Context: an optimization exercise on an open-source flow, tuned for small area, a short achievable clock period and few clock cycles per item. The choices shown serve that exercise and are no tape-out recipe.
Function was checked by simulation only, so behaviour that the tests miss may differ from the original.
Power figures rest on the tool's default switching activity, not on a simulated workload.

v46:
==> flow/design.v (excerpt) <==
module rs_mul
#(
    parameter int RS_COUNT = 2,
    parameter ROB_DEPTH = 32,
    parameter TAG_LEN = $clog2(ROB_DEPTH) - 1
)(
    input logic clk,
    input logic rst,branch_mispredicted,
    input logic [TAG_LEN:0] cdb_tag1,cdb_tag2, cdb_tag3,cdb_tag4,
    input logic [31:0] cdb_result1,cdb_result2,cdb_result3,cdb_result4,
    input logic update_add,update_rob,update_lsq,update_bp,
    input logic dis_valid,
    input logic [1:0] dis_rs_type,
    input logic [4:0] dis_aluop,
    input logic dis_rs1_rdy, dis_rs2_rdy,
    input logic [TAG_LEN:0] dis_Qj, dis_Qk, dis_rob_num,
    input logic [31:0] dis_rs1_data, dis_rs2_data,
    output logic mul_rdy,mul_full,
    output logic [TAG_LEN:0] rob_num_mul,
    output  logic [31:0] rs1m,rs2m,
    output logic [31:0] result_mul
);
For scale: ~7800 cells after synthesis.
==> flow/config.mk <==
export PLATFORM = sky130hd
export DESIGN_NAME = rs_mul
export DESIGN_NICKNAME = rs_mul
export VERILOG_FILES = /design/flow/design.v
export SDC_FILE = /design/flow/constraint.sdc
export NUM_CORES = 8
export LEC_CHECK = 0
export ABC_AREA = 1
export CAP_MARGIN = 40
export CORE_MARGIN = 2
export CORE_UTILIZATION = 72
export SLEW_MARGIN = 40
==> flow/constraint.sdc <==
create_clock -name core_clock -period 10.0 [get_ports {clk}]
set_input_delay 2.0000 -clock core_clock [delete_from_list [all_inputs] [get_ports {clk}]]
set_output_delay 2.0000 -clock core_clock [all_outputs]
set_load 0.01 [all_outputs]
standard.sh (not shown) runs the stock make flow with config.mk's settings and CLKGATE_MAP_FILE= SYNTH_SCRIPT=/design/flow/synth_recipe.tcl, a recipe that flattens the netlist after the stock synthesis.
==> flow/flow/run.sh <==
#!/bin/bash
# Own layout flow: the standard synthesis unchanged, then the standard ORFS layout with
#  - port buffers of the plain sky130_fd_sc_hd__buf_2 cell.
# Each step's full output goes to a log file in this folder (ORFS's own logs are under orfs/logs).
set -euo pipefail
B="BUFFER_PORTS_ARGS=-buffer_cell sky130_fd_sc_hd__buf_2"
bash standard.sh synth > flow_synth.log 2>&1
bash standard.sh SETUP_SLACK_MARGIN=6 "$B" cts > flow_cts.log 2>&1
bash standard.sh SETUP_SLACK_MARGIN=5.75 "$B" finish > flow_finish.log 2>&1
Status: v46 FAILED at global routing (tool error)
Testbench counts of v46, summed over its fixed seeds: cycles 5,196, items 1,840.
The following lists how v41 was set up differently from v46:
Settings: a change of CORE_UTILIZATION from 72 to 40.
Results
- v46: GRT-0232 in global routing -> run aborted
- v41: all stages complete, timing, DRC and antenna checks passed
- Taking v46 as 1.0, v41 lands at 1.3 on number of gates given a new drive strength after cts.
- Re number of cells in the design after placement: v41 is about 10% up on v46.
- v41 vs. v46: cell area after placement went up by about 2.1%.
- [compare] base=v46 new=v41: number of setup buffers added after CTS fell about 2.3%, width of the die rose 34%, final HPWL from detailed placement rose 22%.
- Going from v46 to v41, number of buffers created by CTS went up, synthesized area did not really move, synthesized-area fraction occupied by ao, oa, aoi and oai cells did not really move, synthesized instance count did not really move, effective utilization at floorplan went down.
Modified inputs, v32 compared to v41
Settings: PLACE_DENSITY newly set to 0.7; CORE_UTILIZATION changed from 40 to 55.
[summary]
Global-route wire length before repair delta (v32 − v41): favourable. Run comparison: v32 worst setup path startpoint cdb_tag4[4]; v41 worst setup path startpoint S[2]. Compared with v41, in v32 share of the final layout cell area in sequential cells went up, setup slack after placement up 0.51 ns, detailed-route wire length moved down. Diff v41 -> v32: relative contribution of combinational cells to total power moved down; first-pass iteration count of the detailed router now sits higher; area added between synthesis and finish now sits lower; non-clock buffer count dropped 31; power density relative to cell area roughly the same. v32 vs v41, fraction of area in multi-input gates went up by 0.54 points. Compared to v41, v32 shows a wider setup margin. Class of the most critical setup path: in2reg -> v32, reg2reg -> v41.
Here is what was changed in the inputs of v37 compared with v32.
Settings: PLACE_DENSITY: 0.7 -> unset.
## What came out
v32: done, clean on timing, DRC and antenna
v37: all stages complete, timing, DRC and antenna checks passed
When v37 is set beside v32, its critical path depth turns out to be 1 larger.
Between v32 and v37, the flip-flop and latch share of the layout cell area figures differ only marginally.
Insertion delay of the later-clocked pin in the worst-skew pair ends up higher on v37.
The lower relative contribution of the clock network to total power of v37 and v32 is in v37.

rs_mul again, from the RTL that the note above started with.
==> flow/config.mk <==
export PLATFORM = sky130hd
export DESIGN_NAME = rs_mul
export DESIGN_NICKNAME = rs_mul
export VERILOG_FILES = /design/flow/design.v
export SDC_FILE = /design/flow/constraint.sdc
export NUM_CORES = 8
export LEC_CHECK = 0
export ABC_AREA = 1
export CAP_MARGIN = 40
export CORE_MARGIN = 2
export CORE_UTILIZATION = 40
export SLEW_MARGIN = 40
==> flow/constraint.sdc <==
create_clock -name core_clock -period 10.0 [get_ports {clk}]
set_input_delay 2.0000 -clock core_clock [delete_from_list [all_inputs] [get_ports {clk}]]
set_output_delay 2.0000 -clock core_clock [all_outputs]
set_load 0.01 [all_outputs]
==> flow/flow/run.sh <==
#!/bin/bash
set -euo pipefail
B="BUFFER_PORTS_ARGS=-buffer_cell sky130_fd_sc_hd__buf_2"
bash standard.sh synth > flow_synth.log 2>&1
bash standard.sh SETUP_SLACK_MARGIN=6 "$B" cts > flow_cts.log 2>&1
bash standard.sh SETUP_SLACK_MARGIN=5.75 "$B" finish > flow_finish.log 2>&1
The first run finished with timing, DRC and antenna clean.
Testbench counts at the start, summed over its fixed seeds: cycles 5,196, items 1,840.
==> next run, changes <==
--- a/flow/flow/run.sh
+++ b/flow/flow/run.sh
@@ -1,3 +1,6 @@
 #!/bin/bash
+# Own layout flow: the standard synthesis unchanged, then the standard ORFS layout with
+#  - port buffers of the plain sky130_fd_sc_hd__buf_2 cell.
+# Each step's full output goes to a log file in this folder (ORFS's own logs are under orfs/logs).
 set -euo pipefail
 B="BUFFER_PORTS_ARGS=-buffer_cell sky130_fd_sc_hd__buf_2"
--- a/flow/config.mk
+++ b/flow/config.mk
@@ -9,4 +9,4 @@
 export CAP_MARGIN = 40
 export CORE_MARGIN = 2
-export CORE_UTILIZATION = 40
+export CORE_UTILIZATION = 50
 export SLEW_MARGIN = 40
Effect: The new run finished with timing, DRC and antenna clean; worst setup slack gains 79 ps; final cell count went down by 4.5%; routed wire length went down by 3.6%; die area went down by 20%; via count went up by 1.2%; worst hold slack barely changes; final area went down by 2.0%; area after synthesis does not change.

what the ideal ports hide:
How much do the figures lean on ideal ports? The routed layouts below were timed once more, with nothing changed but the port constraints. Step 1 sets driving cells, clkbuf_16 on the clock port and buf_2 on the other inputs (assumed; they add their load-dependent delay and slew). Step 2 moves the port delays by t, midway between the first and last clock arrival at a register: inputs arrive t later, outputs are due t later. That takes back most of the time a late clock gives input paths. Slacks: ideal / step 1 / step 2; pairs: ideal / step 1.
run	t (ns)	slack for setup (ns)	worst register clock-pin slew, ns	cell pins on the clock port's net
v41	0.781	5.662 / 5.662 / 5.077	0.07 / 0.07	1
v32	0.746	5.709 / 5.746 / 5.011	0.08 / 0.08	1
v37	0.794	5.730 / 5.730 / 5.016	0.07 / 0.07	1
the first run of note 2	0.781	5.662 / 5.662 / 5.077	0.07 / 0.07	1
the second run of note 2	0.753	5.740 / 5.781 / 5.028	0.07 / 0.07	1
After both steps setup and hold are still met in every run listed. The setup slack of v37, which loses most, moves by 0.000 ns with the drivers and by -0.714 ns with both steps.
